Background: an optimization exercise with open tools, aiming at small area. Do not read the settings as production practice. No functional check of the RTL was part of any run shown here. In every run shown here, the design's own scripts or RTL, not TritonCTS, make the clock network. The flow treats the clock pin as an ideal source. Dropping or thinning the clock tree relies on that and would not hold on a real chip. Power and IR drop assume default switching activity.

<file path="flow/flow/cts_pre.tcl">
# Clock tree: the registers are split into NCLUSTERS groups by position
# (k-means); a clock buffer at the centre of each group drives it, and the
# clock port drives the buffers.
set nclusters 3
set block [ord::get_db_block]
set clk_net [$block findNet clock]
set master [[ord::get_db] findMaster sky130_fd_sc_hd__clkbuf_8]
set sinks {}
foreach iterm [$clk_net getITerms] {
  set inst [$iterm getInst]
  set box [$inst getBBox]
  set x [expr { ([$box xMin] + [$box xMax]) / 2.0 }]
  set y [expr { ([$box yMin] + [$box yMax]) / 2.0 }]
  lappend sinks [list $iterm $x $y]
}
set n [llength $sinks]
# k-means, seeded with sinks spread along the sorted order of x + y
set sorted [lsort -real -index 1 [lmap s $sinks { list $s [expr { [lindex $s 1] + [lindex $s 2] }] }]]
set centres {}
for { set c 0 } { $c < $nclusters } { incr c } {
  set s [lindex [lindex $sorted [expr { int(($c + 0.5) * $n / $nclusters) }]] 0]
  lappend centres [list [lindex $s 1] [lindex $s 2]]
}
for { set iter 0 } { $iter < 50 } { incr iter } {
  set assign {}
  foreach s $sinks {
    set best 0
    set bestd 1e30
    for { set c 0 } { $c < $nclusters } { incr c } {
      lassign [lindex $centres $c] cx cy
      set d [expr { abs([lindex $s 1] - $cx) + abs([lindex $s 2] - $cy) }]
      if { $d < $bestd } { set bestd $d; set best $c }
    }
    lappend assign $best
  }
  set new {}
  for { set c 0 } { $c < $nclusters } { incr c } {
    set sx 0.0; set sy 0.0; set k 0
    foreach s $sinks a $assign {
      if { $a == $c } { set sx [expr { $sx + [lindex $s 1] }]; set sy [expr { $sy + [lindex $s 2] }]; incr k }
    }
    if { $k > 0 } { lappend new [list [expr { $sx / $k }] [expr { $sy / $k }]] } else { lappend new [lindex $centres $c] }
  }
  set centres $new
}
for { set c 0 } { $c < $nclusters } { incr c } {
  set buf [odb::dbInst_create $block $master clkbuf_leaf_$c]
  set net [odb::dbNet_create $block clknet_leaf_$c]
  $net setSigType CLOCK
  set k 0
  foreach s $sinks a $assign {
    if { $a == $c } {
      set iterm [lindex $s 0]
      $iterm disconnect
      $iterm connect $net
      incr k
    }
  }
  [$buf findITerm A] connect $clk_net
  [$buf findITerm X] connect $net
  lassign [lindex $centres $c] cx cy
  $buf setLocation [expr { round($cx) }] [expr { round($cy) }]
  $buf setPlacementStatus PLACED
  puts "cts_pre: clkbuf_leaf_$c drives $k registers from ([expr { round($cx) }], [expr { round($cy) }])"
}
proc clock_tree_synthesis { args } {
  puts "cts_pre: clock_tree_synthesis skipped"
}
</file>
<file path="flow/flow/downsize.tcl">
# Before global placement: give every logic cell the smallest drive strength
# of its kind (synthesis upsizes some for a timing target this design meets
# with a wide margin); the placement step's repair_design sizes cells up
# again where slew or capacitance needs it.
set db [ord::get_db]
set nswap 0
foreach inst [[ord::get_db_block] getInsts] {
  set m [$inst getMaster]
  set name [$m getName]
  if { ![regexp {^(sky130_fd_sc_hd__[a-z0-9]+)_([0-9]+)$} $name -> base drive] } { continue }
  if { [regexp {__(df|edf|sdf|dl|tap|fill|decap|conb|clk)} $base] } { continue }
  set best $name
  set best_area [expr { [$m getWidth] * [$m getHeight] }]
  foreach d {0 1 2} {
    set cand [$db findMaster ${base}_$d]
    if { $cand eq "NULL" || $cand eq "" } { continue }
    set a [expr { [$cand getWidth] * [$cand getHeight] }]
    if { $a < $best_area } { set best ${base}_$d; set best_area $a }
  }
  if { $best ne $name } {
    replace_cell [$inst getName] $best
    incr nswap
  }
}
puts "downsize: $nswap cells given a smaller drive strength"
</file>
<file path="flow/flow/run.sh">
#!/bin/bash
# Standard layout (the standard.sh on ORFS), with three changes:
#  - before global placement every logic cell gets the smallest drive
#    strength of its kind (flow/downsize.tcl); repair_design in the
#    placement step sizes up again where needed;
#  - the port buffers are the smallest buffer (sky130_fd_sc_hd__buf_1);
#  - the clock tree is a few sky130_fd_sc_hd__clkbuf_8, each at the centre
#    of a cluster of registers it drives, all driven by the clock port
#    (flow/cts_pre.tcl builds it before the CTS step and turns
#    clock_tree_synthesis into a no-op); the rest of the CTS step (timing
#    repair, legalisation) runs as usual.
# The tools' output goes to standard.log; ORFS keeps its per-step logs
# under orfs/logs.
set -uo pipefail
export BUFFER_PORTS_ARGS="-buffer_cell sky130_fd_sc_hd__buf_1"
export PRE_GLOBAL_PLACE_TCL="$PWD/flow/downsize.tcl"
export PRE_CTS_TCL="$PWD/flow/cts_pre.tcl"
bash standard.sh > standard.log 2>&1
</file>
<file path="flow/design.v">
module digital_lock #(
	parameter	width = 4,
	parameter	tick_cycles = 250
)(
	input				clock,
	input				reset,
	input		[3:0]	key,
	output	reg	[6:0]	HEX0,
	output	reg	[6:0]	HEX1,
	output	reg	[6:0]	HEX2,
	output	reg	[6:0]	HEX3,
	output	reg	[6:0]	HEX4,
	output	reg	[6:0]	HEX5,
	output	reg			LOCK_STATE,
	output	reg			UNLOCK_STATE,
	output	reg			ORIGIN_STATE,
	output	reg			SECOND_STATE,
	output	reg			THIRD_STATE
);
localparam	UNLOCKED	= 3'b000;
localparam	UNLOCKED_ERR	= 3'b001;
localparam	LOCKED	= 3'b101;
localparam	LOCKING	= 3'b011;
localparam	ORIGIN	= 3'b100;
localparam	UNLOCKING	= 3'b111;
localparam	SECOND	= 3'b010;
localparam	THIRD	= 3'b110;
localparam	C0 = 3'b111;
localparam	C1 = 3'b110;
localparam	C2 = 3'b100;
localparam	C3 = 3'b101;
localparam	C4 = 3'b010;
localparam	C5 = 3'b001;
localparam	C6 = 3'b011;
localparam	C7 = 3'b000;
localparam	D0 = 2'b10;
localparam	D1 = 2'b01;
localparam	D2 = 2'b11;
localparam	D3 = 2'b00;
reg	[2:0]	state;
reg	[3:0]	key_last;
reg	[7:0]	counter;
reg	[2:0]	t_h;
reg	[2:0]	cnt_o, cnt_b;	 
reg	[7:0]	pw_o, pw_b;		 
reg			t_e;
reg	[3:0]	shown;			 
wire	[3:0]	press = key_last & ~key;
wire			any_press = |press;
wire	[1:0]	digit = press[0] ? D0 : press[1] ? D1 : press[2] ? D2 : D3;
wire			tick = counter[7] & counter[6] & counter[5] & counter[4] & counter[3] & ~counter[1] & ~counter[0];
wire			in_o = (state[2] & ~state[1] & ~state[0]);
wire			in_b = (state[1] & ~state[0]);
wire			in_entry = (state[2] & ~state[0]) | (state[1] & ~state[0]);
wire			sel_b = (state[1]);
wire			in_s = (~state[2] & state[1] & ~state[0]);
wire	[2:0]	cnt = sel_b ? cnt_b : cnt_o;
wire			confirm = (cnt == C4) & press[1];
wire			timeout = (~t_h[2] & ~t_h[0]);
wire			enter = ~confirm & ~timeout & any_press;	 
wire			show = ~timeout & ~any_press;				 
reg		[2:0]	cnt_next;
always @(*)
	case (cnt)
		C0:	cnt_next = C1;
		C1:	cnt_next = C2;
		C2:	cnt_next = C3;
		C3:	cnt_next = C4;
		C4:	cnt_next = C5;
		C5:	cnt_next = C6;
		default:	cnt_next = C7;
	endcase
wire	[3:0]	wpos = {cnt == C3, cnt == C2, cnt == C1, cnt == C0};
wire	[3:0]	spos = {cnt == C4, cnt == C3, cnt == C2, cnt == C1};
wire	[7:0]	pw_shown = ORIGIN_STATE ? pw_o : pw_b;
wire			match = (pw_shown == pw_o);
integer k;
always @(posedge clock) begin
	key_last	<= key;
	if (!reset) begin
		cnt_o	<= C0;
		cnt_b	<= C0;
	end
	else if (confirm) begin
		if (in_o) cnt_o <= C0;
		if (in_b) cnt_b <= C0;
	end
	else if (enter) begin
		if (in_o) cnt_o <= cnt_next;
		if (in_b) cnt_b <= cnt_next;
	end
	for (k = 0; k < 4; k = k + 1)
		if (enter & wpos[k]) begin
			if (in_o) pw_o[2*k +: 2] <= digit;
			if (in_b) pw_b[2*k +: 2] <= digit;
		end
	if (!in_entry | confirm)
		t_h		<= 3'b100;
	else if (tick)
		t_h		<= {t_h[1:0], ~(t_h[0] & t_h[2])};
	if (!reset | tick)
		counter	<= 8'd0;
	else
		counter	<= {counter[6:0], counter[7] ^ (~(counter[0] & counter[4]))};
	if (!in_entry | confirm | (show & (cnt == C7)))
		shown	<= 4'b0000;
	else if (show)
		shown	<= shown | spos;
	LOCK_STATE		<= !reset | (state[2] & ~state[1] & state[0]);
	UNLOCK_STATE	<= !reset | (~state[2] & ~state[1]);
	ORIGIN_STATE	<= !reset | (state[2] & ~state[1] & ~state[0]);
	SECOND_STATE	<= !reset | (~state[2] & state[1]);
	THIRD_STATE		<= !reset | (state[2] & state[1]);
	if (!reset) begin
		state	<= UNLOCKED;
		t_e		<= 1'b0;
	end
	else case (state)
		UNLOCKED, UNLOCKED_ERR: if (press[0])
			state	<= ORIGIN;
		LOCKED: if (press[3])
			state	<= THIRD;
		ORIGIN: if (confirm)
			state	<= SECOND;
		else if (timeout)
			state	<= UNLOCKED;
		SECOND: if (confirm)
			state	<= LOCKING;
		else if (timeout)
			state	<= UNLOCKED;
		THIRD: if (confirm)
			state	<= UNLOCKING;
		else if (timeout)
			state	<= LOCKED;
		LOCKING:
			state	<= match ? LOCKED : UNLOCKED_ERR;
		UNLOCKING: if (match)
			state	<= UNLOCKED;
		else begin
			state	<= LOCKED;
			t_e		<= 1'b1;
		end
	endcase
end
wire		m_u = UNLOCK_STATE & ((~state[2] & ~state[0]));	 
wire		m_lck = LOCK_STATE & ((~state[1]));	 
wire		m_e = (UNLOCK_STATE & ((state[0]))) | (m_lck & t_e);	 
wire		m_l = m_lck & ~t_e;								 
function [6:0] lit;
	input [1:0] x;
	case (x)
		D0: lit = ~7'b1111001;
		D1: lit = ~7'b0100100;
		D2: lit = ~7'b0110000;
		D3: lit = ~7'b0011001;
	endcase
endfunction
wire	[6:0]	l5 = {7{shown[0]}} & lit(pw_shown[1:0]);
wire	[6:0]	l4 = {7{shown[1]}} & lit(pw_shown[3:2]);
wire	[6:0]	l3 = {7{shown[2]}} & lit(pw_shown[5:4]);
wire	[6:0]	l2 = {7{shown[3]}} & lit(pw_shown[7:6]);
wire			m_any = m_e | m_u | m_l;
always @(*) begin
	HEX5 = ~(l5 | {m_e, m_any, m_any, m_any, m_u, m_u, m_e});
	HEX4 = ~(l4 | {m_any, 1'b0, m_any, m_l, m_u | m_l, 1'b0, 1'b0});
	HEX3 = ~(l3 | {m_e | m_l, m_u, m_any, m_u | m_l, 1'b0, 1'b0, 1'b0});
	HEX2 = ~(l2 | {m_any, m_l, m_any, m_any, m_e | m_u, m_l, 1'b0});
	HEX1 = ~{m_e | m_u, 1'b0, m_e | m_u, m_u, 3'b000};
	HEX0 = ~{m_u, m_u, m_u, m_u, 1'b0, m_u, 1'b0};
end
endmodule
</file>
<file path="flow/config.mk">
export PLATFORM = sky130hd
export DESIGN_NAME = digital_lock
export DESIGN_NICKNAME = digital_lock
export VERILOG_FILES = /design/flow/design.v
export SDC_FILE = /design/flow/constraint.sdc
export NUM_CORES = 4
export LEC_CHECK = 0
export CAP_MARGIN = 20
export CORE_MARGIN = 2
export CORE_UTILIZATION = 40
export SLEW_MARGIN = 20
</file>
<file path="flow/constraint.sdc">
create_clock -name core_clock -period 10.0 [get_ports {clock}]
set_input_delay 2.0000 -clock core_clock [delete_from_list [all_inputs] [get_ports {clock}]]
set_output_delay 2.0000 -clock core_clock [all_outputs]
set_load 0.01 [all_outputs]
</file>
<file path="flow/standard.sh">
#!/bin/bash
# synth_recipe.tcl (not shown) runs the flow's synth.tcl, then flattens the netlist and writes it again
# the make line also repeats each setting of config.mk as NAME=value (left out here)
make -C /OpenROAD-flow-scripts/flow DESIGN_CONFIG=/design/flow/config.mk WORK_HOME=/design/flow/orfs CLKGATE_MAP_FILE= SYNTH_SCRIPT=/design/flow/synth_recipe.tcl "${@:-finish}"
</file>
==> results.sh, run 1 <==
export IMPL_status="finished clean"
export IMPL_holdPathStages=1
export IMPL_holdWs_ns=0.4752
export IMPL_dpl_worst_slack_ns=6.172
export IMPL_setup_viol=0
export IMPL_fin_cells=383
export IMPL_finalNetCount=316
export IMPL_worstPathMaxFanout=23
export IMPL_placed_cells_incl_taps=380
export IMPL_p_total_mw=0.3423
export IMPL_firstDrtPassIters=5
export IMPL_cp_start_kind="register"
export IMPL_r2r_setup_slack_ns=7.20
export IMPL_area_growth_pct=7.495
export IMPL_fin_ws_ns=5.947
export IMPL_syn_inst=274
export IMPL_synth_edff_count=16
export IMPL_slew_headroom=0.3604
export IMPL_fillers=592
export IMPL_die_y_um=82.86
export IMPL_row_count=28
export IMPL_num_vias=1993
export IMPL_syn_area_per_cell_um2=9.078
export IMPL_diodes=0
export IMPL_cp_buffers_inverters=2
export IMPL_period_share=0.4053
export IMPL_min_to="counter[3]$_SDFF_PP0_"
export IMPL_grt_pass1_vias=1862
export IMPL_yosys_warnings=1
export IMPL_skew_ns=0.04350
export IMPL_max_stage_delay_ns=0.84
export IMPL_rr_startpoint="state[1]$_SDFFE_PN0P_"
export IMPL_post_dp_cell_area_um2=2633
export IMPL_min_from="counter[2]$_SDFF_PP0_"
export IMPL_drive_gt1_frac=0.01623
export IMPL_drcViolationCount=0
export IMPL_core_um2=5956
export IMPL_stdcell_area_um2=2674
export IMPL_synth_seq_cells=50
export IMPL_hold_path_class="reg -> reg"
export IMPL_netlist_area_um2=2487
export IMPL_clock_latency_ns=0.18
export IMPL_p_leak_nw=1.013
export IMPL_dieWidth_um=82.86
export IMPL_post_cts_buffers=0
export IMPL_drv_slew=0
export IMPL_r2r_cells=5
export IMPL_postLayoutCoreUtil=0.4490
export IMPL_io_pins=53
export IMPL_drt_wl_total_um=5302
export IMPL_avgRoutedWirePerCell_um=13.84
export IMPL_worst_setup_path_type="reg -> out"
export IMPL_synth_main_ff_cell="dfxtp_1"
export IMPL_drtAntennaViolNets=0
export IMPL_r2r_end="cnt_b[0]$_SDFFE_PN1P_"
export IMPL_path_delay_family="flip-flops"
export IMPL_dp_final_hpwl_um=4104
export IMPL_drt_initial_drc_count=125
export IMPL_cp_data_arrival_time_ns=2.05
export IMPL_cp_common_cell="nand2_1"
export IMPL_postCtsHoldBufs=0
export IMPL_grt_max_degree=25
export IMPL_maxCapViolations=0
export IMPL_path_cells="inv_1 -> nand2_1 -> nand2_1 -> a211oi_1 -> buf_1"
export IMPL_start_util=0.4176
export IMPL_cp_end_kind="output port"
export IMPL_hold_viol_final=0
export IMPL_via_per_inst=5.204
export IMPL_crit_start="state[1]$_SDFFE_PN0P_"
export IMPL_gr_total_overflow=0
export IMPL_cp_slowest_cell="dfxtp_1"
export IMPL_die_area_um2=6865
export IMPL_antenna_found_initial=0
export IMPL_ys_seq_area_frac=0.4668
export IMPL_peakVddDrop_mv=0.07659
export IMPL_ys_types=46
export IMPL_grtUsageTotal=0.1522
export IMPL_port_buffers=46
export IMPL_clkTransAtPathRegs_ns=0.13
export IMPL_rsz0062_at_grt="no"
export IMPL_setup_tns_ns=0
export IMPL_critical_path_required_ns=8.00
export IMPL_timing_fmax_mhz=246.7
export IMPL_tightest_slew_ns=0.9493
export IMPL_place_gp_congestion=0.8780
export IMPL_async_flop_share=0
export IMPL_period_minus_slack_ns=4.053
export IMPL_cts_resized=0
export IMPL_power_density_nw_per_um2=128.0
export IMPL_grt_first_pass_wirelength_um=9101
-- area by class of cell --
cell class	count	area, µm²	share of cell area
Inverter	10	37.54	0.01404
Buffer	3	41.29	0.01544
Sequential cell	50	1161	0.4343
Multi-Input combinational cell	199	1167	0.4366
Timing Repair Buffer	46	172.7	0.06458
Tap cell	75	93.84	0.03510
-- logic make-up (layout without fill, tap and decap cells) --
group | count (synthesis) | count (layout) | share of synthesized area
other | 1 | 6 | 0.001508
flip-flops | 50 | 50 | 0.4668
AO/OA/AOI/OAI | 62 | 62 | 0.1675
multiplexers | 13 | 13 | 0.05332
AND/OR/NAND/NOR | 109 | 109 | 0.2153
XOR/XNOR | 9 | 9 | 0.03169
buffers and inverters | 30 | 59 | 0.06389
-- cell usage in the layout (no fill, tap or decap), types with 3 or more instances in the layout --
cell type  netlist  routed
buf_1            0      46
dfxtp_1         34      34
nand2_1         33      33
nor2_1          22      23
a21oi_1         19      19
edfxtp_1        16      16
o21ai_0         12      13
mux2i_1         11      11
nor3_1          11      11
inv_1           10      10
nand2b_1        10      10
nor2b_1          7       7
and3_1           7       7
xor2_1           7       7
o211ai_1         6       6
conb_1           1       6
nand3_1          4       4
a31oi_1          3       3
o21a_1           3       3
a211oi_1         2       3
nor4_1           3       3
clkbuf_8         0       3
-- worst reg2reg max path: stages, from the launching register on --
cell and delay, ns:
dfxtp_1 0.84, or3b_1 0.43, a211oi_1 0.65, o21ai_0 0.41, nand2_1 0.17, o211ai_1 0.09
-- worst max path at each step --
| stage | to | slack (ns) | cells past startpoint |
|---|---|---|---|
| 6_report | HEX2[6] | 5.95 | 5 |
| 5_1_grt | HEX2[6] | 5.68 | 5 |
| 4_1_cts | cnt_b[0]$_SDFFE_PN1P_ | 6.18 | 6 |
| 3_5_place_dp | HEX2[6] | 6.17 | 5 |
| 3_3_place_gp | HEX2[6] | 6.21 | 5 |
| 2_1_floorplan | HEX5[6] | 6.32 | 5 |
-- routing by layer --
metal | share of wire | track usage | vias to the layer above
met2 | 0.45 | 0.2471 | 69
met4 | 0.0087 | 0.01490 | 0
met1 | 0.48 | 0.2255 | 892
li1 | - | - | 1029
met3 | 0.061 | 0.01889 | 3
met5 | 0 | 0 | -
-- flip-flops by register name, indices dropped and copies added, names as in the netlist --
signal	cells
counter	8
pw_b	8
pw_o	8
key_last	4
shown	4
cnt_b	3
cnt_o	3
state	3
t_h	3
LOCK_STATE	1
ORIGIN_STATE	1
SECOND_STATE	1
THIRD_STATE	1
UNLOCK_STATE	1
t_e	1
-- power by group --
group	total, mW	leakage [nW]	internal, mW	switching, mW
clock	0.0743	0.0216	0.0278	0.0465
combinational	0.0474	0.567	0.0162	0.0312
sequential	0.221	0.424	0.215	0.00580
total	0.342	1.01	0.259	0.0835
-- cells in the mapped netlist (3+ instances only) --
cell	n	area, µm²
and3_1	7	43.79
nand3_1	4	20.02
nor3_1	11	55.05
xor2_1	7	61.31
clkbuf_1	7	26.28
nand2_1	33	123.9
a21oi_1	19	95.09
inv_1	10	37.54
buf_4	12	90.09
edfxtp_1	16	480.5
nor2b_1	7	43.79
o21ai_0	12	60.06
o211ai_1	6	45.04
dfxtp_1	34	680.7
mux2i_1	11	110.1
nor2_1	22	82.58
o21a_1	3	22.52
a31oi_1	3	18.77
nand2b_1	10	62.56
nor4_1	3	18.77
==> inputs of run 2 (changes only) <==
--- a/flow/design.v
+++ b/flow/design.v
@@ -25,18 +25,18 @@
 localparam	UNLOCKING	= 3'b111;
 localparam	SECOND	= 3'b010;
 localparam	THIRD	= 3'b110;
-localparam	C0 = 3'b111;
-localparam	C1 = 3'b110;
-localparam	C2 = 3'b100;
+localparam	C0 = 3'b010;
+localparam	C1 = 3'b000;
+localparam	C2 = 3'b011;
 localparam	C3 = 3'b101;
-localparam	C4 = 3'b010;
-localparam	C5 = 3'b001;
-localparam	C6 = 3'b011;
-localparam	C7 = 3'b000;
-localparam	D0 = 2'b10;
+localparam	C4 = 3'b100;
+localparam	C5 = 3'b110;
+localparam	C6 = 3'b111;
+localparam	C7 = 3'b001;
+localparam	D0 = 2'b00;
 localparam	D1 = 2'b01;
 localparam	D2 = 2'b11;
-localparam	D3 = 2'b00;
+localparam	D3 = 2'b10;
 reg	[2:0]	state;
 reg	[3:0]	key_last;
 reg	[7:0]	counter;
==> run 2 against run 1 <==
  * Area after synthesis rose by 4.4%
  * Synthesized cell count is 0.73% higher
  * Flip-flop and latch count is the same
  * Critical endpoint is now HEX5[6]
  * Worst setup slack improved by 0.019 ns
  * Via count up 0.55%
  * Critical path depth unchanged
  * Combinational power decreased by 15%
  * Routed wire length fell by 0.92%
  * Global-route usage is 1.0 points lower
  * Clock skew decreased by 0.015 ns
==> results.sh, run 2 <==
export IMPL_core_um2=6314
export IMPL_clock_latency_ns=0.17
export IMPL_netlist_area_um2=2597
export IMPL_grt_max_degree=26
export IMPL_wl_met3_um=297
export IMPL_status="finished clean"
export IMPL_syn_inst=276
export IMPL_hold_viol_final=0
export IMPL_critical_path_required_ns=8.00
export IMPL_syn_area_per_cell_um2=9.411
export IMPL_peakVddDrop_mv=0.09848
export IMPL_cp_end_kind="output port"
export IMPL_die_area_um2=7155
export IMPL_cp_start_kind="register"
export IMPL_grt_pass1_vias=1725
export IMPL_postCtsHoldBufs=0
export IMPL_start_util=0.4114
export IMPL_r2r_setup_slack_ns=7.52
export IMPL_rsz0062_at_grt="no"
export IMPL_async_flop_share=0
export IMPL_cts_resized=0
export IMPL_tightest_slew_ns=0.8924
export IMPL_post_cts_buffers=0
export IMPL_fin_ws_ns=5.966
export IMPL_drive_gt1_frac=0.02903
export IMPL_drcViolationCount=0
export IMPL_area_growth_pct=4.432
export IMPL_dp_final_hpwl_um=4020
export IMPL_r2r_end="shown[2]$_SDFFE_PP0P_"
export IMPL_via_per_inst=5.178
export IMPL_die_y_um=84.59
export IMPL_comb_power_share=0.120
export IMPL_internal_power_mw=0.2558
export IMPL_firstDrtPassIters=5
export IMPL_worstPathMaxFanout=23
export IMPL_p_clk_frac=0.230
export IMPL_synth_seq_cells=50
export IMPL_synth_main_ff_cell="dfxtp_1"
export IMPL_avgRoutedWirePerCell_um=13.57
export IMPL_skew_ns=0.02861
export IMPL_drtAntennaViolNets=0
export IMPL_fillers=642
export IMPL_drt_wl_total_um=5253
export IMPL_num_vias=2004
export IMPL_maxUsedRoutingLayer="met4"
export IMPL_ys_top_cells_by_count="34 x dfxtp_1, 34 x nor2_1, 19 x nand2_1"
export IMPL_r2r_cells=5
export IMPL_period_minus_slack_ns=4.034
export IMPL_antenna_found_initial=0
export IMPL_row_count=29
export IMPL_cp_data_arrival_time_ns=2.03
export IMPL_ys_seq_area_frac=0.4470
export IMPL_gr_total_overflow=0
export IMPL_drv_slew=0
export IMPL_worst_setup_path_type="reg -> out"
export IMPL_yosys_warnings=1
export IMPL_grtUsageTotal=0.1420
export IMPL_dieWidth_um=84.59
export IMPL_maxCapViolations=0
export IMPL_critical_path_endpoint="HEX5[6]"
export IMPL_p_leak_nw=1.034
export IMPL_dpl_worst_slack_ns=6.170
export IMPL_ys_types=59
export IMPL_wl_met1_um=2521
export IMPL_synth_edff_count=16
export IMPL_synth_area_leaders="dfxtp_1 26%, edfxtp_1 18%, mux2i_1 5.0%, nor2_1 4.9%, buf_4 3.5%"
export IMPL_timing_fmax_mhz=247.9
export IMPL_period_share=0.4034
export IMPL_p_sw_mw=0.08006
export IMPL_pwr_share_seq=0.650
export IMPL_setup_viol=0
export IMPL_wl_met2_um=2385
export IMPL_largestRegisters="counter (8), pw_b (8), pw_o (8)"
export IMPL_slew_headroom=0.3988
export IMPL_rr_startpoint="state[1]$_SDFFE_PN0P_"
export IMPL_crit_start="state[1]$_SDFFE_PN0P_"
export IMPL_hold_path_class="reg -> reg"
export IMPL_clkTransAtPathRegs_ns=0.10
export IMPL_io_pins=53
export IMPL_drt_initial_drc_count=149
export IMPL_setup_tns_ns=0
export IMPL_power_density_nw_per_um2=123.8
export IMPL_switching_share=0.2384
export IMPL_place_gp_congestion=0.8720
export IMPL_yosysTopAreaCell="dfxtp_1"
export IMPL_diodes=0
export IMPL_finalNetCount=318
export IMPL_layout_common_cells="46 x buf_1, 35 x nor2_1, 34 x dfxtp_1"
export IMPL_grt_first_pass_wirelength_um=8638
export IMPL_synth_top_area_frac=0.2620
export IMPL_final_common_cell="buf_1"
export IMPL_port_buffers=46
==> run 2: power by group through the flow <==
stage / Sequential, mW / Clock (mW) / Combinational [mW]
2_1_floorplan: 0.221 / 0 / 0.0359
3_3_place_gp: 0.223 / 0 / 0.0404
3_5_place_dp: 0.223 / 0 / 0.0403
4_1_cts: 0.223 / 0.0575 / 0.0405
5_1_grt: 0.219 / 0.0852 / 0.0448
6_report: 0.218 / 0.0772 / 0.0402
==> run 2: critical path: stages, from the launching register on <==
cell,delay [ns]
dfxtp_1,0.82
nor2b_1,0.19
a22o_1,0.25
or2_2,0.32
a21oi_1,0.15
buf_1,0.17
==> run 2: layout make-up <==
| class | count | area (µm²) | share of cell area |
|---|---|---|---|
| repair buffers | 47 | 180.2 | 0.06642 |
| multi-input cells | 196 | 1181 | 0.4354 |
| well taps | 77 | 96.34 | 0.03552 |
| plain buffers | 3 | 41.29 | 0.01522 |
| flip-flops and latches | 50 | 1161 | 0.4280 |
| inverters | 14 | 52.55 | 0.01937 |
==> run 2: cell families (layout without fill, tap and decap cells) <==
| family | count (synthesis) | count (layout) | share of synthesized area |
|---|---|---|---|
| flip-flops | 50 | 50 | 0.4470 |
| XOR/XNOR | 10 | 10 | 0.03372 |
| AND/OR/NAND/NOR | 108 | 108 | 0.2134 |
| other | 1 | 6 | 0.001444 |
| buffers and inverters | 35 | 64 | 0.07129 |
| multiplexers | 15 | 15 | 0.06117 |
| AO/OA/AOI/OAI | 57 | 57 | 0.1720 |
==> run 2: layer usage <==
metal	global-route usage	vias up
met4	0.01154	0
met3	0.01278	3
met1	0.2035	920
met5	0	-
met2	0.2441	61
li1	-	1020
==> run 2: stage by stage <==
step	hold slack [ns]	power, mW	util	instances	area [µm²]
3_3_place_gp	0.4425	0.2635	0.4231	384	2671
3_5_place_dp	0.4504	0.2635	0.4231	384	2671
6_report	0.4827	0.3359	0.4296	387	2713
5_1_grt	0.5067	0.3493	0.4296	387	2713
4_1_cts	0.4618	0.3212	0.4296	387	2713
2_1_floorplan	0.4313	0.2568	-	281	2616
==> run 2: worst min-delay path by stage <==
| stage | cells after the start | slack [ns] | to | startpoint |
|---|---|---|---|---|
| 6_report | 1 | 0.48 | counter[3]$_SDFF_PP0_ | counter[2]$_SDFF_PP0_ |
| 5_1_grt | 1 | 0.51 | counter[6]$_SDFF_PP0_ | counter[5]$_SDFF_PP0_ |
| 2_1_floorplan | 1 | 0.43 | counter[2]$_SDFF_PP0_ | counter[1]$_SDFF_PP0_ |
| 3_3_place_gp | 1 | 0.44 | counter[3]$_SDFF_PP0_ | counter[2]$_SDFF_PP0_ |
| 4_1_cts | 1 | 0.46 | counter[3]$_SDFF_PP0_ | counter[2]$_SDFF_PP0_ |
| 3_5_place_dp | 1 | 0.45 | counter[3]$_SDFF_PP0_ | counter[2]$_SDFF_PP0_ |
==> inputs of run 3 (changes only) <==
--- a/flow/design.v
+++ b/flow/design.v
@@ -25,14 +25,14 @@
 localparam	UNLOCKING	= 3'b111;
 localparam	SECOND	= 3'b010;
 localparam	THIRD	= 3'b110;
-localparam	C0 = 3'b010;
+localparam	C0 = 3'b111;
 localparam	C1 = 3'b000;
-localparam	C2 = 3'b011;
-localparam	C3 = 3'b101;
-localparam	C4 = 3'b100;
-localparam	C5 = 3'b110;
-localparam	C6 = 3'b111;
-localparam	C7 = 3'b001;
+localparam	C2 = 3'b010;
+localparam	C3 = 3'b110;
+localparam	C4 = 3'b011;
+localparam	C5 = 3'b100;
+localparam	C6 = 3'b001;
+localparam	C7 = 3'b101;
 localparam	D0 = 2'b00;
 localparam	D1 = 2'b01;
 localparam	D2 = 2'b11;
==> run 3 against run 2 <==
  * Still clean
  * Power grew 1.7%
  * Die area is 2.9% lower
  * Clock skew shrank 0.0018 ns
  * Via count rose by 1.6%
  * Clock power down 3.5%
  * Sequential power about the same
  * Critical path depth unchanged
  * Worst setup slack got worse by 0.088 ns
  * Synthesized cell count down 0.72%
  * Utilization grew 2.0 points
  * Global-route usage rose by 0.79 points
  * Highest routed layer unchanged
==> results.sh, run 3 <==
export IMPL_status="finished clean"
export IMPL_core_um2=5991
export IMPL_ys_types=51
export IMPL_p_total_mw=0.3417
export IMPL_r2r_end="cnt_b[0]$_SDFFE_PN1P_"
export IMPL_peakVddDrop_mv=0.08774
export IMPL_cp_start_kind="register"
export IMPL_io_pins=53
export IMPL_cp_data_arrival_time_ns=2.12
export IMPL_post_cts_buffers=0
export IMPL_firstDrtPassIters=7
export IMPL_period_minus_slack_ns=4.121
export IMPL_syn_area_per_cell_um2=9.192
export IMPL_placed_cells_incl_taps=379
export IMPL_cp_end_kind="output port"
export IMPL_rsz0062_at_grt="no"
export IMPL_drv_slew=0
export IMPL_grtUsageTotal=0.1499
export IMPL_skew_ns=0.02678
export IMPL_critical_path_required_ns=8.00
export IMPL_place_gp_congestion=0.9160
export IMPL_synth_edff_count=16
export IMPL_p_leak_nw=1.003
export IMPL_synth_top_area_frac=0.2702
export IMPL_start_util=0.4204
export IMPL_holdPathStages=1
export IMPL_gr_total_overflow=0
export IMPL_path_cells="inv_1 -> nand2_1 -> nand2_1 -> a211oi_1 -> buf_1"
export IMPL_max_stage_delay_ns=0.86
export IMPL_layout_common_cells="46 x buf_1, 34 x dfxtp_1, 28 x nand2_1"
export IMPL_hold_path_class="reg -> reg"
export IMPL_rr_startpoint="state[1]$_SDFFE_PN0P_"
export IMPL_ys_top_cells_by_count="34 x dfxtp_1, 28 x nand2_1, 27 x nor2_1"
export IMPL_r2r_setup_slack_ns=7.06
export IMPL_holdWs_ns=0.4716
export IMPL_worst_setup_path_type="reg -> out"
export IMPL_grt_first_pass_wirelength_um=8914
export IMPL_maxCapViolations=0
export IMPL_antenna_found_initial=0
export IMPL_synth_main_ff_cell="dfxtp_1"
export IMPL_drt_wl_total_um=5375
export IMPL_dp_final_hpwl_um=4131
export IMPL_path_delay_family="flip-flops"
export IMPL_finalNetCount=315
export IMPL_diodes=0
export IMPL_clock_latency_ns=0.16
export IMPL_synth_most_common_cell="dfxtp_1"
export IMPL_tightest_slew_ns=0.9532
export IMPL_period_share=0.4121
export IMPL_grt_pass1_vias=1821
export IMPL_cts_resized=0
export IMPL_yosys_warnings=1
export IMPL_synth_seq_cells=50
export IMPL_grt_max_degree=26
export IMPL_timing_fmax_mhz=242.6
export IMPL_syn_inst=274
export IMPL_dieWidth_um=83.35
export IMPL_num_vias=2037
export IMPL_min_to="counter[3]$_SDFF_PP0_"
export IMPL_slew_headroom=0.3607
export IMPL_yosysTopAreaCell="dfxtp_1"
export IMPL_drt_initial_drc_count=130
export IMPL_avgRoutedWirePerCell_um=14.07
export IMPL_via_per_inst=5.332
export IMPL_largestRegisters="counter (8), pw_b (8), pw_o (8)"
export IMPL_synth_area_leaders="dfxtp_1 27%, edfxtp_1 19%, mux2i_1 6.4%, nand2_1 4.2%, nor2_1 4.0%"
export IMPL_port_buffers=46
export IMPL_final_common_cell="buf_1"
export IMPL_cp_slowest_cell="dfxtp_1"
export IMPL_area_growth_pct=7.054
export IMPL_setup_tns_ns=0
export IMPL_worstPathMaxFanout=25
export IMPL_min_from="counter[2]$_SDFF_PP0_"
export IMPL_row_count=28
export IMPL_hold_viol_final=0
export IMPL_async_flop_share=0
export IMPL_drive_gt1_frac=0.02280
export IMPL_r2r_cells=5
export IMPL_postCtsHoldBufs=0
export IMPL_power_density_nw_per_um2=126.7
export IMPL_die_y_um=83.35
export IMPL_clkTransAtPathRegs_ns=0.11
export IMPL_setup_viol=0
export IMPL_drtAntennaViolNets=0
export IMPL_drcViolationCount=0
export IMPL_fillers=600
export IMPL_cp_buffers_inverters=2
export IMPL_ys_seq_area_frac=0.4610
export IMPL_fin_cells=382
export IMPL_die_area_um2=6947
export IMPL_netlist_area_um2=2519
export IMPL_cp_common_cell="nand2_1"
run 3: cell types whose count changed after synthesis, sizes merged, moves of 4 or more:
cell	delta
a32oi	+4
nand2	+9
nor2	-8
nor2b	-10
nor3	+4
o21ai	+5
or2	-4
xnor2	+8
xor2	-9
run 3: report_power, final:
part           total [mW]  leakage, nW  switching (mW)  internal [mW]
logic              0.0463        0.558          0.0301         0.0162
registers           0.221        0.424         0.00622          0.215
clock network      0.0745       0.0216          0.0467         0.0278
total               0.342         1.00          0.0830          0.259
run 3: layout make-up:
| class | instances | area (µm²) | share of cell area |
|---|---|---|---|
| well taps | 75 | 93.84 | 0.03480 |
| plain buffers | 3 | 41.29 | 0.01531 |
| flip-flops and latches | 50 | 1161 | 0.4306 |
| multi-input cells | 195 | 1179 | 0.4371 |
| repair buffers | 46 | 172.7 | 0.06404 |
| inverters | 13 | 48.80 | 0.01810 |
run 3: per-stage QoR:
step / utilization / cell area, µm² / setup WS (ns)
global route: 0.4501 / 2696 / 5.657
detailed placement: 0.4432 / 2655 / 6.059
finish: 0.4501 / 2696 / 5.879
floorplan: - / 2537 / 6.357
global placement: 0.4432 / 2655 / 6.053
CTS: 0.4501 / 2696 / 6.059
run 3: worst reg2reg max path, cell delays in order, from the launching register on:
cell and delay (ns):
dfxtp_1 0.86, mux2_1 0.41, a211oi_1 0.80, o21ai_0 0.43, mux2i_1 0.25, nand2_1 0.07
run 3: how the worst max path moves through the flow:
stage                                from  endpoint  slack (ns)  cells past startpoint
CTS                 state[1]$_SDFFE_PN0P_   HEX2[6]        6.06                      5
global route        state[1]$_SDFFE_PN0P_   HEX2[6]        5.66                      5
finish              state[1]$_SDFFE_PN0P_   HEX2[6]        5.88                      5
detailed placement  state[1]$_SDFFE_PN0P_   HEX2[6]        6.06                      5
floorplan            ORIGIN_STATE$_DFF_P_   HEX3[6]        6.36                      4
global placement    state[1]$_SDFFE_PN0P_   HEX2[6]        6.05                      5
run 3: logic make-up (layout without fill, tap and decap cells):
logic type,after synthesis,count (layout),share of synthesized area
simple gates,102,102,0.1977
compound gates,58,58,0.1535
flops,50,50,0.4610
buf+inv,34,62,0.07203
mux,20,20,0.08296
xor+xnor,9,9,0.03130
other cells,1,6,0.001489
run 3: per-layer routing:
| metal | track usage | wire [µm] | up-vias |
|---|---|---|---|
| li1 | - | - | 1028 |
| met4 | 0.02981 | 114 | 0 |
| met2 | 0.2353 | 2217 | 107 |
| met3 | 0.01590 | 469 | 9 |
| met1 | 0.2236 | 2574 | 893 |
| met5 | 0 | 0 | - |
==> inputs of run 4 (changes only) <==
--- a/flow/design.v
+++ b/flow/design.v
@@ -25,14 +25,14 @@
 localparam	UNLOCKING	= 3'b111;
 localparam	SECOND	= 3'b010;
 localparam	THIRD	= 3'b110;
-localparam	C0 = 3'b111;
-localparam	C1 = 3'b000;
-localparam	C2 = 3'b010;
-localparam	C3 = 3'b110;
-localparam	C4 = 3'b011;
-localparam	C5 = 3'b100;
-localparam	C6 = 3'b001;
-localparam	C7 = 3'b101;
+localparam	C0 = 3'b000;
+localparam	C1 = 3'b001;
+localparam	C2 = 3'b100;
+localparam	C3 = 3'b101;
+localparam	C4 = 3'b110;
+localparam	C5 = 3'b011;
+localparam	C6 = 3'b010;
+localparam	C7 = 3'b111;
 localparam	D0 = 2'b00;
 localparam	D1 = 2'b01;
 localparam	D2 = 2'b11;
@@ -48,7 +48,7 @@
 wire	[3:0]	press = key_last & ~key;
 wire			any_press = |press;
 wire	[1:0]	digit = press[0] ? D0 : press[1] ? D1 : press[2] ? D2 : D3;
-wire			tick = counter[7] & counter[6] & counter[5] & counter[4] & counter[3] & ~counter[1] & ~counter[0];
+wire			tick = ~counter[7] & counter[6] & counter[5] & ~counter[4] & counter[3] & counter[2] & counter[0];
 wire			in_o = (state[2] & ~state[1] & ~state[0]);
 wire			in_b = (state[1] & ~state[0]);
 wire			in_entry = (state[2] & ~state[0]) | (state[1] & ~state[0]);
@@ -56,7 +56,7 @@
 wire			in_s = (~state[2] & state[1] & ~state[0]);
 wire	[2:0]	cnt = sel_b ? cnt_b : cnt_o;
 wire			confirm = (cnt == C4) & press[1];
-wire			timeout = (~t_h[2] & ~t_h[0]);
+wire			timeout = (t_h[2] & ~t_h[1] & t_h[0]);
 wire			enter = ~confirm & ~timeout & any_press;	 
 wire			show = ~timeout & ~any_press;				 
 reg		[2:0]	cnt_next;
@@ -95,13 +95,13 @@
 			if (in_b) pw_b[2*k +: 2] <= digit;
 		end
 	if (!in_entry | confirm)
-		t_h		<= 3'b100;
+		t_h		<= 3'b111;
 	else if (tick)
-		t_h		<= {t_h[1:0], ~(t_h[0] & t_h[2])};
+		t_h		<= {t_h[1:0], ~(t_h[0] | t_h[2])};
 	if (!reset | tick)
-		counter	<= 8'd0;
+		counter	<= 8'd127;
 	else
-		counter	<= {counter[6:0], counter[7] ^ (~(counter[0] & counter[4]))};
+		counter	<= {counter[6:0], ~(counter[7] ^ (counter[0] & counter[4]))};
 	if (!in_entry | confirm | (show & (cnt == C7)))
 		shown	<= 4'b0000;
 	else if (show)
==> run 4 against run 3 <==
  * Worst setup slack gained 0.23 ns
  * Highest routed layer unchanged
  * Area after synthesis up 12%
  * Hold slack worse by 0.030 ns
  * Final cell count is 12% higher
  * Largest power group unchanged
  * Register-to-register slack better by 0.35 ns
  * Clock skew is 0.020 ns lower
  * Flip-flop and latch count unchanged
  * Largest cell class unchanged
  * Critical path type unchanged
  * Synthesized cell count up 10%
  * Critical path depth unchanged
  * Sequential share of layout area down 3.3 points
  * Die area grew 12%
==> results.sh, run 4 <==
export IMPL_status="finished clean"
export IMPL_port_buffers=46
export IMPL_fillers=703
export IMPL_final_common_cell="buf_1"
export IMPL_grt_first_pass_wirelength_um=9929
export IMPL_drt_initial_drc_count=191
export IMPL_synth_mux_area_fraction=0.05221
export IMPL_synth_area_leaders="dfxtp_1 24%, edfxtp_1 17%, a21oi_1 3.7%, nand2b_1 3.5%, xnor2_1 3.4%"
export IMPL_cp_slowest_cell="dfxtp_1"
export IMPL_period_minus_slack_ns=3.896
export IMPL_hold_viol_final=0
export IMPL_synth_xor_area_share=0.03407
export IMPL_worstPathMaxFanout=20
export IMPL_seq_area_um2=1161
export IMPL_core_um2=6832
export IMPL_slew_headroom=0.4119
export IMPL_grtUsageTotal=0.1554
export IMPL_io_pins=53
export IMPL_cp_end_kind="output port"
export IMPL_diodes=0
export IMPL_critical_path_required_ns=8.00
export IMPL_ys_top_cells_by_count="34 x dfxtp_1, 22 x nand2_1, 21 x a21oi_1"
export IMPL_post_synth_fa_ha_maj_area_fraction=0
export IMPL_cp_start_kind="register"
export IMPL_timing_fmax_mhz=256.7
export IMPL_drt_wl_total_um=6064
export IMPL_cp_common_cell="nor2b_1"
export IMPL_min_from="counter[1]$_SDFF_PP1_"
export IMPL_r2r_setup_slack_ns=7.41
export IMPL_synth_compound_area_frac=0.2004
export IMPL_post_cts_buffers=0
export IMPL_dieWidth_um=88.08
export IMPL_multiInputGateArea_um2=1353
export IMPL_drtAntennaViolNets=0
export IMPL_power_density_nw_per_um2=218.1
export IMPL_grt_max_degree=28
export IMPL_async_flop_share=0
export IMPL_gr_total_overflow=0
export IMPL_row_count=30
export IMPL_tightest_slew_ns=0.8599
export IMPL_rr_startpoint="state[1]$_SDFFE_PN0P_"
export IMPL_min_to="counter[2]$_SDFF_PP1_"
export IMPL_die_area_um2=7758
export IMPL_ys_types=63
export IMPL_p_leak_nw=1.030
export IMPL_cp_data_arrival_time_ns=1.90
export IMPL_p_total_mw=0.6376
export IMPL_netlist_area_um2=2828
export IMPL_synth_seq_cells=50
export IMPL_antenna_found_initial=0
export IMPL_avgRoutedWirePerCell_um=14.17
export IMPL_holdWs_ns=0.4421
export IMPL_layout_common_cells="46 x buf_1, 34 x dfxtp_1, 22 x a21oi_1, 22 x nand2_1, 20 x nor2_1"
export IMPL_maxCapViolations=0
export IMPL_max_stage_delay_ns=0.81
export IMPL_num_vias=2260
export IMPL_rsz0062_at_grt="no"
export IMPL_yosysTopAreaCell="dfxtp_1"
export IMPL_placed_cells_incl_taps=425
export IMPL_path_cells="nor2b_1 -> nor2b_1 -> nand2b_1 -> a21oi_1 -> buf_1"
export IMPL_postLayoutCoreUtil=0.4278
export IMPL_skew_ns=0.007223
export IMPL_setup_viol=0
export IMPL_area_growth_pct=3.363
export IMPL_fin_cells=428
export IMPL_yosys_warnings=1
export IMPL_drcViolationCount=0
export IMPL_drv_slew=0
export IMPL_peakVddDrop_mv=0.1042
export IMPL_hold_path_class="reg -> reg"
export IMPL_stdcell_area_um2=2923
export IMPL_start_util=0.4139
export IMPL_r2r_cells=4
export IMPL_clock_latency_ns=0.16
export IMPL_drive_gt1_frac=0.02711
export IMPL_worst_setup_path_type="reg -> out"
export IMPL_syn_inst=302
export IMPL_ys_seq_area_frac=0.4106
export IMPL_via_per_inst=5.280
export IMPL_synth_top_family_by_area="simple AND/OR/NAND/NOR gates"
export IMPL_post_dp_cell_area_um2=2882
export IMPL_clkTransAtPathRegs_ns=0.10
export IMPL_synth_main_ff_cell="dfxtp_1"
export IMPL_r2r_end="cnt_b[1]$_SDFFE_PN0P_"
export IMPL_synth_most_common_cell="dfxtp_1"
export IMPL_setup_tns_ns=0
export IMPL_finalNetCount=340
export IMPL_grt_pass1_vias=1998
export IMPL_largestRegisters="counter (8), pw_b (8), pw_o (8)"
export IMPL_fin_ws_ns=6.104
export IMPL_postCtsHoldBufs=0
export IMPL_cts_resized=0
export IMPL_firstDrtPassIters=4
export IMPL_place_gp_congestion=0.8611
export IMPL_synthSimpleGateAreaFrac=0.2221
export IMPL_dp_final_hpwl_um=4584
export IMPL_synth_top_area_frac=0.2407
export IMPL_synth_edff_count=16
export IMPL_period_share=0.3896
export IMPL_dpl_worst_slack_ns=6.299
export IMPL_holdPathStages=1
export IMPL_die_y_um=88.08
export IMPL_syn_area_per_cell_um2=9.363
==> run 4: cell types whose count changed after synthesis, sizes merged, moves of 5 or more <==
cell / before / now
a21oi: 17 / 22
and2: 5 / 0
and3: 7 / 1
inv: 13 / 18
mux2i: 16 / 9
nand2: 28 / 22
nand2b: 7 / 16
nor2: 27 / 20
nor2b: 1 / 6
o21ai: 17 / 9
==> run 4: how the worst max path moves through the flow <==
stage / startpoint / endpoint / slack, ns / depth (start not counted)
finish: state[1]$_SDFFE_PN0P_ / HEX4[2] / 6.10 / 5
CTS: state[1]$_SDFFE_PN0P_ / HEX4[2] / 6.30 / 5
floorplan: ORIGIN_STATE$_DFF_P_ / HEX4[6] / 6.56 / 5
global placement: state[1]$_SDFFE_PN0P_ / HEX4[2] / 6.31 / 5
detailed placement: state[1]$_SDFFE_PN0P_ / HEX4[2] / 6.30 / 5
global route: state[1]$_SDFFE_PN0P_ / HEX2[2] / 5.90 / 5
==> run 4: per-layer routing <==
metal / part of all wire / GRT usage / vias to the layer above
met3: 0.047 / 0.01037 / 4
li1: - / - / 1143
met1: 0.50 / 0.2314 / 1049
met2: 0.45 / 0.2583 / 64
met5: 0 / 0 / -
met4: 0.0041 / 0.01515 / 0
==> run 4: kinds of logic (layout without fill, tap and decap cells) <==
logic type	count (synthesis)	in the layout
AOI/OAI and AO/OA	75	75
xor gates and xnor gates	11	11
buffers and inverters	43	68
DFF	50	50
muxes	12	12
other	1	6
and+or+nand+nor	110	110
==> run 4: final cells by class <==
type,count,share of cell area
multi-input cells,214,0.4628
flip-flops and latches,50,0.3973
repair buffers,47,0.06164
well taps,96,0.04110
inverters,18,0.02312
plain buffers,3,0.01413
==> run 4: critical path, delay by kind of cell (launching register included) <==
kind / cells / cell delay [ns]
flip-flops: 1 / 0.81
buffers and inverters: 1 / 0.16
AO/OA/AOI/OAI: 1 / 0.14
AND/OR/NAND/NOR: 3 / 0.62
==> run 4: power by group <==
group	switching, mW	total [mW]	leakage, nW	internal (mW)
sequential	0.0475	0.285	0.425	0.237
combinational	0.173	0.276	0.584	0.103
clock	0.0488	0.0767	0.0216	0.0279
==> inputs of run 5 (changes only) <==
--- a/flow/design.v
+++ b/flow/design.v
@@ -48,7 +48,7 @@
 wire	[3:0]	press = key_last & ~key;
 wire			any_press = |press;
 wire	[1:0]	digit = press[0] ? D0 : press[1] ? D1 : press[2] ? D2 : D3;
-wire			tick = ~counter[7] & counter[6] & counter[5] & ~counter[4] & counter[3] & counter[2] & counter[0];
+wire			tick = ~counter[7] & counter[6] & counter[5] & ~counter[4] & ~counter[2] & counter[1] & counter[0];
 wire			in_o = (state[2] & ~state[1] & ~state[0]);
 wire			in_b = (state[1] & ~state[0]);
 wire			in_entry = (state[2] & ~state[0]) | (state[1] & ~state[0]);
@@ -56,7 +56,7 @@
 wire			in_s = (~state[2] & state[1] & ~state[0]);
 wire	[2:0]	cnt = sel_b ? cnt_b : cnt_o;
 wire			confirm = (cnt == C4) & press[1];
-wire			timeout = (t_h[2] & ~t_h[1] & t_h[0]);
+wire			timeout = (t_h[2] & t_h[0]);
 wire			enter = ~confirm & ~timeout & any_press;	 
 wire			show = ~timeout & ~any_press;				 
 reg		[2:0]	cnt_next;
@@ -95,13 +95,13 @@
 			if (in_b) pw_b[2*k +: 2] <= digit;
 		end
 	if (!in_entry | confirm)
-		t_h		<= 3'b111;
+		t_h		<= 3'b011;
 	else if (tick)
 		t_h		<= {t_h[1:0], ~(t_h[0] | t_h[2])};
 	if (!reset | tick)
-		counter	<= 8'd127;
+		counter	<= 8'd215;
 	else
-		counter	<= {counter[6:0], ~(counter[7] ^ (counter[0] & counter[4]))};
+		counter	<= {counter[6:0], counter[7] ^ (counter[4] | counter[3])};
 	if (!in_entry | confirm | (show & (cnt == C7)))
 		shown	<= 4'b0000;
 	else if (show)
==> run 5 against run 4 <==
  * Largest power group unchanged
  * Global-route usage down 1.1 points
  * Cell area shrank 7.8%
  * Still clean on timing, DRC and antenna
  * Fmax shrank 5.3%
  * Highest routed layer unchanged
  * Flip-flop and latch count unchanged
  * Via count fell by 13%
==> results.sh, run 5 <==
export IMPL_status="finished clean"
export IMPL_fin_ws_ns=5.886
export IMPL_synth_top_area_frac=0.2705
export IMPL_min_from="counter[5]$_SDFF_PP0_"
export IMPL_setup_viol=0
export IMPL_firstDrtPassIters=4
export IMPL_period_minus_slack_ns=4.114
export IMPL_ys_seq_area_frac=0.4615
export IMPL_final_common_cell="buf_1"
export IMPL_port_buffers=46
export IMPL_timing_fmax_mhz=243.1
export IMPL_r2r_end="cnt_o[2]$_SDFFE_PN0P_"
export IMPL_largestRegisters="counter (8), pw_b (8), pw_o (8)"
export IMPL_tightest_slew_ns=0.9151
export IMPL_core_um2=5991
export IMPL_finalNetCount=321
export IMPL_power_density_nw_per_um2=124.5
export IMPL_place_gp_congestion=0.8970
export IMPL_cp_data_arrival_time_ns=2.11
export IMPL_avgRoutedWirePerCell_um=13.24
export IMPL_num_vias=1958
export IMPL_cp_start_kind="register"
export IMPL_io_pins=53
export IMPL_synth_main_ff_cell="dfxtp_1"
export IMPL_clkTransAtPathRegs_ns=0.09
export IMPL_post_cts_buffers=0
export IMPL_drive_gt1_frac=0.02236
export IMPL_setup_tns_ns=0
export IMPL_skew_ns=0.009909
export IMPL_layout_common_cells="46 x buf_1, 34 x dfxtp_1, 34 x nor2_1"
export IMPL_drv_slew=0
export IMPL_dp_final_hpwl_um=4031
export IMPL_holdPathStages=1
export IMPL_rsz0062_at_grt="no"
export IMPL_dieWidth_um=83.31
export IMPL_hold_viol_final=0
export IMPL_min_to="counter[6]$_SDFF_PP1_"
export IMPL_drtAntennaViolNets=0
export IMPL_grt_pass1_vias=1839
export IMPL_die_area_um2=6941
export IMPL_syn_inst=279
export IMPL_seq_area_um2=1161
export IMPL_dpl_worst_slack_ns=6.121
export IMPL_grt_max_degree=27
export IMPL_hold_path_class="reg -> reg"
export IMPL_worstPathMaxFanout=20
export IMPL_r2r_setup_slack_ns=7.26
export IMPL_area_growth_pct=7.061
export IMPL_period_share=0.4114
export IMPL_critical_path_required_ns=8.00
export IMPL_netlist_area_um2=2516
export IMPL_row_count=28
export IMPL_synth_area_leaders="dfxtp_1 27%, edfxtp_1 19%, mux2i_1 5.6%, nor2_1 5.1%, nand2_1 4.6%"
export IMPL_syn_area_per_cell_um2=9.019
export IMPL_grt_first_pass_wirelength_um=8687
export IMPL_via_per_inst=5.046
export IMPL_cp_end_kind="output port"
export IMPL_antenna_found_initial=0
export IMPL_fillers=594
export IMPL_multiInputGateArea_um2=1184
export IMPL_ys_top_cells_by_count="34 x dfxtp_1, 34 x nor2_1, 31 x nand2_1"
export IMPL_rr_startpoint="state[1]$_SDFFE_PN0P_"
export IMPL_diodes=0
export IMPL_synth_edff_count=16
export IMPL_drt_initial_drc_count=100
export IMPL_crit_start="ORIGIN_STATE$_DFF_P_"
export IMPL_slew_headroom=0.3899
export IMPL_peakVddDrop_mv=0.1067
export IMPL_worst_setup_path_type="reg -> out"
export IMPL_yosys_warnings=1
export IMPL_drcViolationCount=0
export IMPL_p_leak_nw=0.9984
export IMPL_maxCapViolations=0
export IMPL_grtUsageTotal=0.1447
export IMPL_start_util=0.4200
export IMPL_yosysTopAreaCell="dfxtp_1"
export IMPL_postCtsHoldBufs=0
export IMPL_r2r_cells=5
export IMPL_gr_total_overflow=0
export IMPL_ys_types=43
export IMPL_cts_resized=0
export IMPL_drt_wl_total_um=5139
export IMPL_die_y_um=83.31
export IMPL_clock_latency_ns=0.16
export IMPL_synth_seq_cells=50
export IMPL_async_flop_share=0
[run 5: how the worst max path moves through the flow]
stage | cells past startpoint | slack, ns | endpoint
floorplan | 5 | 6.23 | HEX5[6]
global placement | 4 | 6.15 | HEX3[6]
detailed placement | 4 | 6.12 | HEX3[6]
CTS | 4 | 6.11 | HEX3[6]
global route | 5 | 5.75 | HEX5[6]
finish | 4 | 5.89 | HEX3[6]
[run 5: critical path, cell delays in order, from the launching register on]
cell and delay [ns]:
dfxtp_1 0.81, mux2i_1 0.41, nor2_1 0.13, a2111oi_0 0.40, buf_1 0.20
[run 5: cells by family (layout without fill, tap and decap cells)]
family / count (synthesis) / count (layout) / synth area share
muxes: 16 / 16 / 0.06464
xor gates and xnor gates: 10 / 10 / 0.03481
AOI/OAI and AO/OA: 54 / 54 / 0.1422
and+or+nand+nor: 117 / 117 / 0.2297
DFF: 50 / 50 / 0.4615
buffers and inverters: 31 / 60 / 0.06564
other: 1 / 6 / 0.001490
[run 5: report_power, final]
part | switching [mW] | total, mW | internal (mW)
combinational | 0.0263 | 0.0404 | 0.0141
clock | 0.0465 | 0.0743 | 0.0278
sequential | 0.00548 | 0.221 | 0.215
[run 5: final cells by class]
| cell class | instances | area share |
|---|---|---|
| multi-input cells | 203 | 0.4394 |
| flip-flops and latches | 50 | 0.4310 |
| repair buffers | 46 | 0.06410 |
| well taps | 75 | 0.03484 |
| plain buffers | 3 | 0.01533 |
| inverters | 11 | 0.01533 |
[run 5: metal layers]
metal	track usage	share of wire	vias to the layer above
li1	-	-	1020
met1	0.1989	0.47	871
met2	0.2427	0.45	57
met3	0.01392	0.051	10
met4	0.04024	0.023	0
met5	0	0	-
[run 5: metrics by stage]
stage / instance area, µm² / util / std cells / power [mW] / hold slack (ns)
after global placement: 2653 / 0.4428 / 385 / 0.2659 / 0.4137
after CTS: 2694 / 0.4497 / 388 / 0.3236 / 0.4232
after floorplan: 2535 / - / 284 / 0.2572 / 0.4107
final: 2694 / 0.4497 / 388 / 0.3353 / 0.4456
after global routing: 2694 / 0.4497 / 388 / 0.3519 / 0.4727
after detailed placement: 2653 / 0.4428 / 385 / 0.2658 / 0.4218
==> inputs of run 6 (changes only) <==
--- a/flow/design.v
+++ b/flow/design.v
@@ -48,7 +48,7 @@
 wire	[3:0]	press = key_last & ~key;
 wire			any_press = |press;
 wire	[1:0]	digit = press[0] ? D0 : press[1] ? D1 : press[2] ? D2 : D3;
-wire			tick = ~counter[7] & counter[6] & counter[5] & ~counter[4] & ~counter[2] & counter[1] & counter[0];
+wire			tick = ~counter[7] & ~counter[6] & ~counter[5] & ~counter[4] & ~counter[3] & ~counter[2] & counter[0];
 wire			in_o = (state[2] & ~state[1] & ~state[0]);
 wire			in_b = (state[1] & ~state[0]);
 wire			in_entry = (state[2] & ~state[0]) | (state[1] & ~state[0]);
@@ -56,7 +56,7 @@
 wire			in_s = (~state[2] & state[1] & ~state[0]);
 wire	[2:0]	cnt = sel_b ? cnt_b : cnt_o;
 wire			confirm = (cnt == C4) & press[1];
-wire			timeout = (t_h[2] & t_h[0]);
+wire			timeout = (t_h[2] & t_h[1]);
 wire			enter = ~confirm & ~timeout & any_press;	 
 wire			show = ~timeout & ~any_press;				 
 reg		[2:0]	cnt_next;
@@ -95,13 +95,13 @@
 			if (in_b) pw_b[2*k +: 2] <= digit;
 		end
 	if (!in_entry | confirm)
-		t_h		<= 3'b011;
+		t_h		<= 3'b101;
 	else if (tick)
-		t_h		<= {t_h[1:0], ~(t_h[0] | t_h[2])};
+		t_h		<= {t_h[1:0], ~(t_h[1] | t_h[2])};
 	if (!reset | tick)
-		counter	<= 8'd215;
+		counter	<= 8'd127;
 	else
-		counter	<= {counter[6:0], counter[7] ^ (counter[4] | counter[3])};
+		counter	<= {counter[6:0], counter[7] ^ (~(counter[2] & counter[6]))};
 	if (!in_entry | confirm | (show & (cnt == C7)))
 		shown	<= 4'b0000;
 	else if (show)
==> run 6 against run 5 <==
  * Worst setup slack better by 0.31 ns
  * Utilization decreased by 0.88 points
  * Die area grew 4.7%
  * Clock skew increased by 0.030 ns
  * Hold slack worse by 0.020 ns
  * Combinational power is 13% higher
  * Critical path depth increased by 1
  * Global-route usage rose by 1.5 points
  * Largest cell class unchanged
==> results.sh, run 6 <==
export IMPL_status="finished clean"
export IMPL_synth_edff_count=16
export IMPL_clkTransAtPathRegs_ns=0.12
export IMPL_setup_tns_ns=0
export IMPL_cp_end_kind="output port"
export IMPL_period_share=0.3804
export IMPL_dieWidth_um=85.26
export IMPL_port_buffers=46
export IMPL_peakVddDrop_mv=0.06304
export IMPL_maxCapViolations=0
export IMPL_firstDrtPassIters=4
export IMPL_pwr_share_seq=0.645
export IMPL_die_area_um2=7269
export IMPL_skew_ns=0.03957
export IMPL_cp_data_arrival_time_ns=1.80
export IMPL_post_cts_buffers=0
export IMPL_worst_setup_path_type="reg -> out"
export IMPL_path_cells="nor2b_1 -> a21o_1 -> nor2_1 -> o21a_1 -> buf_1"
export IMPL_core_um2=6386
export IMPL_r2r_cells=4
export IMPL_worstPathMaxFanout=18
export IMPL_diodes=0
export IMPL_antenna_found_initial=0
export IMPL_period_minus_slack_ns=3.804
export IMPL_die_y_um=85.26
export IMPL_yosys_warnings=1
export IMPL_p_clk_frac=0.221
export IMPL_syn_inst=299
export IMPL_holdPathStages=1
export IMPL_r2r_end="cnt_b[1]$_SDFFE_PN0P_"
export IMPL_gr_total_overflow=0
export IMPL_grtUsageTotal=0.1597
export IMPL_path_delay_family="flip-flops"
export IMPL_rsz0062_at_grt="no"
export IMPL_cp_slowest_cell="dfxtp_1"
export IMPL_synth_seq_cells=50
export IMPL_fillers=629
export IMPL_r2r_setup_slack_ns=7.55
export IMPL_drtAntennaViolNets=0
export IMPL_min_from="counter[1]$_SDFF_PP1_"
export IMPL_p_leak_nw=0.9696
export IMPL_comb_power_share=0.134
export IMPL_power_density_nw_per_um2=121.0
export IMPL_ys_seq_area_frac=0.4396
export IMPL_async_flop_share=0
export IMPL_synth_main_ff_cell="dfxtp_1"
export IMPL_min_to="counter[2]$_SDFF_PP1_"
export IMPL_max_stage_delay_ns=0.74
export IMPL_timing_fmax_mhz=262.9
export IMPL_via_per_inst=5.450
export IMPL_slew_headroom=0.4039
export IMPL_cp_start_kind="register"
export IMPL_tightest_slew_ns=0.8715
export IMPL_p_sw_mw=0.08287
export IMPL_switching_share=0.2432
export IMPL_ys_types=56
export IMPL_drive_gt1_frac=0.03636
export IMPL_hold_path_class="reg -> reg"
export IMPL_rr_startpoint="state[1]$_SDFFE_PN0P_"
export IMPL_synth_top_area_frac=0.2577
export IMPL_final_common_cell="buf_1"
export IMPL_critical_path_required_ns=8.00
export IMPL_num_vias=2218
export IMPL_dp_final_hpwl_um=4444
export IMPL_drcViolationCount=0
export IMPL_syn_area_per_cell_um2=8.834
export IMPL_postCtsHoldBufs=0
export IMPL_cp_buffers_inverters=1
export IMPL_grt_max_degree=28
export IMPL_yosysTopAreaCell="dfxtp_1"
export IMPL_area_growth_pct=6.585
export IMPL_layout_common_cells="46 x buf_1, 34 x dfxtp_1, 33 x nor2_1"
export IMPL_clock_latency_ns=0.17
export IMPL_synth_area_leaders="dfxtp_1 26%, edfxtp_1 18%, nor2_1 4.7%, a21oi_1 4.2%, nand2_1 4.1%"
export IMPL_drv_slew=0
export IMPL_grt_pass1_vias=2048
export IMPL_finalNetCount=338
export IMPL_hold_viol_final=0
export IMPL_largestRegisters="counter (8), pw_b (8), pw_o (8)"
export IMPL_holdWs_ns=0.4253
export IMPL_row_count=29
export IMPL_cts_resized=0
export IMPL_start_util=0.4136
export IMPL_drt_wl_total_um=5820
export IMPL_ys_top_cells_by_count="34 x dfxtp_1, 33 x nor2_1, 29 x nand2_1"
export IMPL_postLayoutCoreUtil=0.4408
export IMPL_avgRoutedWirePerCell_um=14.30
export IMPL_io_pins=53
export IMPL_internal_power_mw=0.2579
export IMPL_synth_most_common_cell="dfxtp_1"
export IMPL_netlist_area_um2=2641
export IMPL_setup_viol=0
export IMPL_drt_initial_drc_count=143
export IMPL_place_gp_congestion=0.8575
export IMPL_grt_first_pass_wirelength_um=9956
## run 6: logic make-up (layout without fill, tap and decap cells)
logic type | count (synthesis) | after routing | synth area share
DFF | 50 | 50 | 0.4396
and+or+nand+nor | 115 | 115 | 0.2212
muxes | 11 | 11 | 0.04263
xor gates and xnor gates | 9 | 9 | 0.02985
other | 1 | 6 | 0.001420
buffers and inverters | 41 | 67 | 0.07911
AOI/OAI and AO/OA | 72 | 72 | 0.1862
## run 6: worst max-delay path by stage
stage,startpoint,endpoint,slack (ns),cells past startpoint
2_1_floorplan,ORIGIN_STATE$_DFF_P_,HEX4[6],6.57,5
3_3_place_gp,key[1],shown[3]$_SDFFE_PP0P_,6.36,5
3_5_place_dp,key[1],shown[3]$_SDFFE_PP0P_,6.31,5
4_1_cts,key[1],shown[3]$_SDFFE_PP0P_,6.31,5
5_1_grt,state[1]$_SDFFE_PN0P_,HEX2[6],5.98,5
6_report,state[1]$_SDFFE_PN0P_,HEX2[6],6.20,5
## run 6: power groups by stage
stage / sequential, mW / combinational (mW) / clock (mW)
final: 0.220 / 0.0457 / 0.0752
after global routing: 0.221 / 0.0516 / 0.0859
after CTS: 0.224 / 0.0460 / 0.0575
after detailed placement: 0.224 / 0.0457 / 0
after global placement: 0.224 / 0.0456 / 0
after floorplan: 0.222 / 0.0400 / 0
## run 6: cell type report
type	count	area, µm²	share of cell area
inverter	18	67.56	0.02400
buffer	3	41.29	0.01467
tap	77	96.34	0.03422
multi-input combinational	213	1276	0.4533
sequential	50	1161	0.4124
timing repair buffer	46	172.7	0.06133
## run 6: per-layer routing
layer,vias to the layer above,share of wire,routed length [µm],track usage
li1,1118,-,-,-
met1,1022,0.49,2878,0.2362
met2,75,0.44,2561,0.2642
met3,3,0.058,335,0.01362
met4,0,0.0076,44,0.01587
met5,-,0,0,0
## run 6: metrics by stage
stage	worst slack (ns)	cell area, µm²	power, mW	instances
floorplan	6.570	2660	0.2616	304
global placement	6.360	2774	0.2700	404
detailed placement	6.314	2774	0.2701	404
CTS	6.309	2815	0.3279	407
global route	5.979	2815	0.3585	407
finish	6.196	2815	0.3408	407

port drivers added, routing unchanged:
The results above use ideal ports. As a check the final layouts listed here were re-extracted and re-timed, cells and wires unchanged.
Step 1 sets driving cells, clkbuf_16 on the clock port and buf_2 on the other inputs (assumed; they add their load-dependent delay and slew).
Step 2 also shifts input and output timing later by t, the mid clock arrival at the registers, as if the neighbouring blocks saw the same clock.
Three values: ideal ports, drivers, drivers and shift; two values: the first two.
run | shift t [ns] | setup WS [ns] | worst setup path after step 2 | slew at the worst register clock pin (ns) | cell pins on the clock port's net
run 1 | 0.206 | 5.947 / 5.896 / 6.101 | register to output | 0.13 / 0.12 | 3
run 2 | 0.208 | 5.966 / 5.915 / 6.123 | register to output | 0.12 / 0.12 | 3
run 3 | 0.204 | 5.879 / 5.826 / 6.029 | register to output | 0.11 / 0.11 | 3
run 4 | 0.204 | 6.104 / 6.055 / 6.259 | register to output | 0.10 / 0.10 | 3
run 5 | 0.203 | 5.886 / 5.835 / 6.038 | register to output | 0.10 / 0.10 | 3
run 6 | 0.199 | 6.196 / 6.145 / 6.316 | input to register | 0.12 / 0.12 | 3
After both steps setup and hold are still met in every run listed.
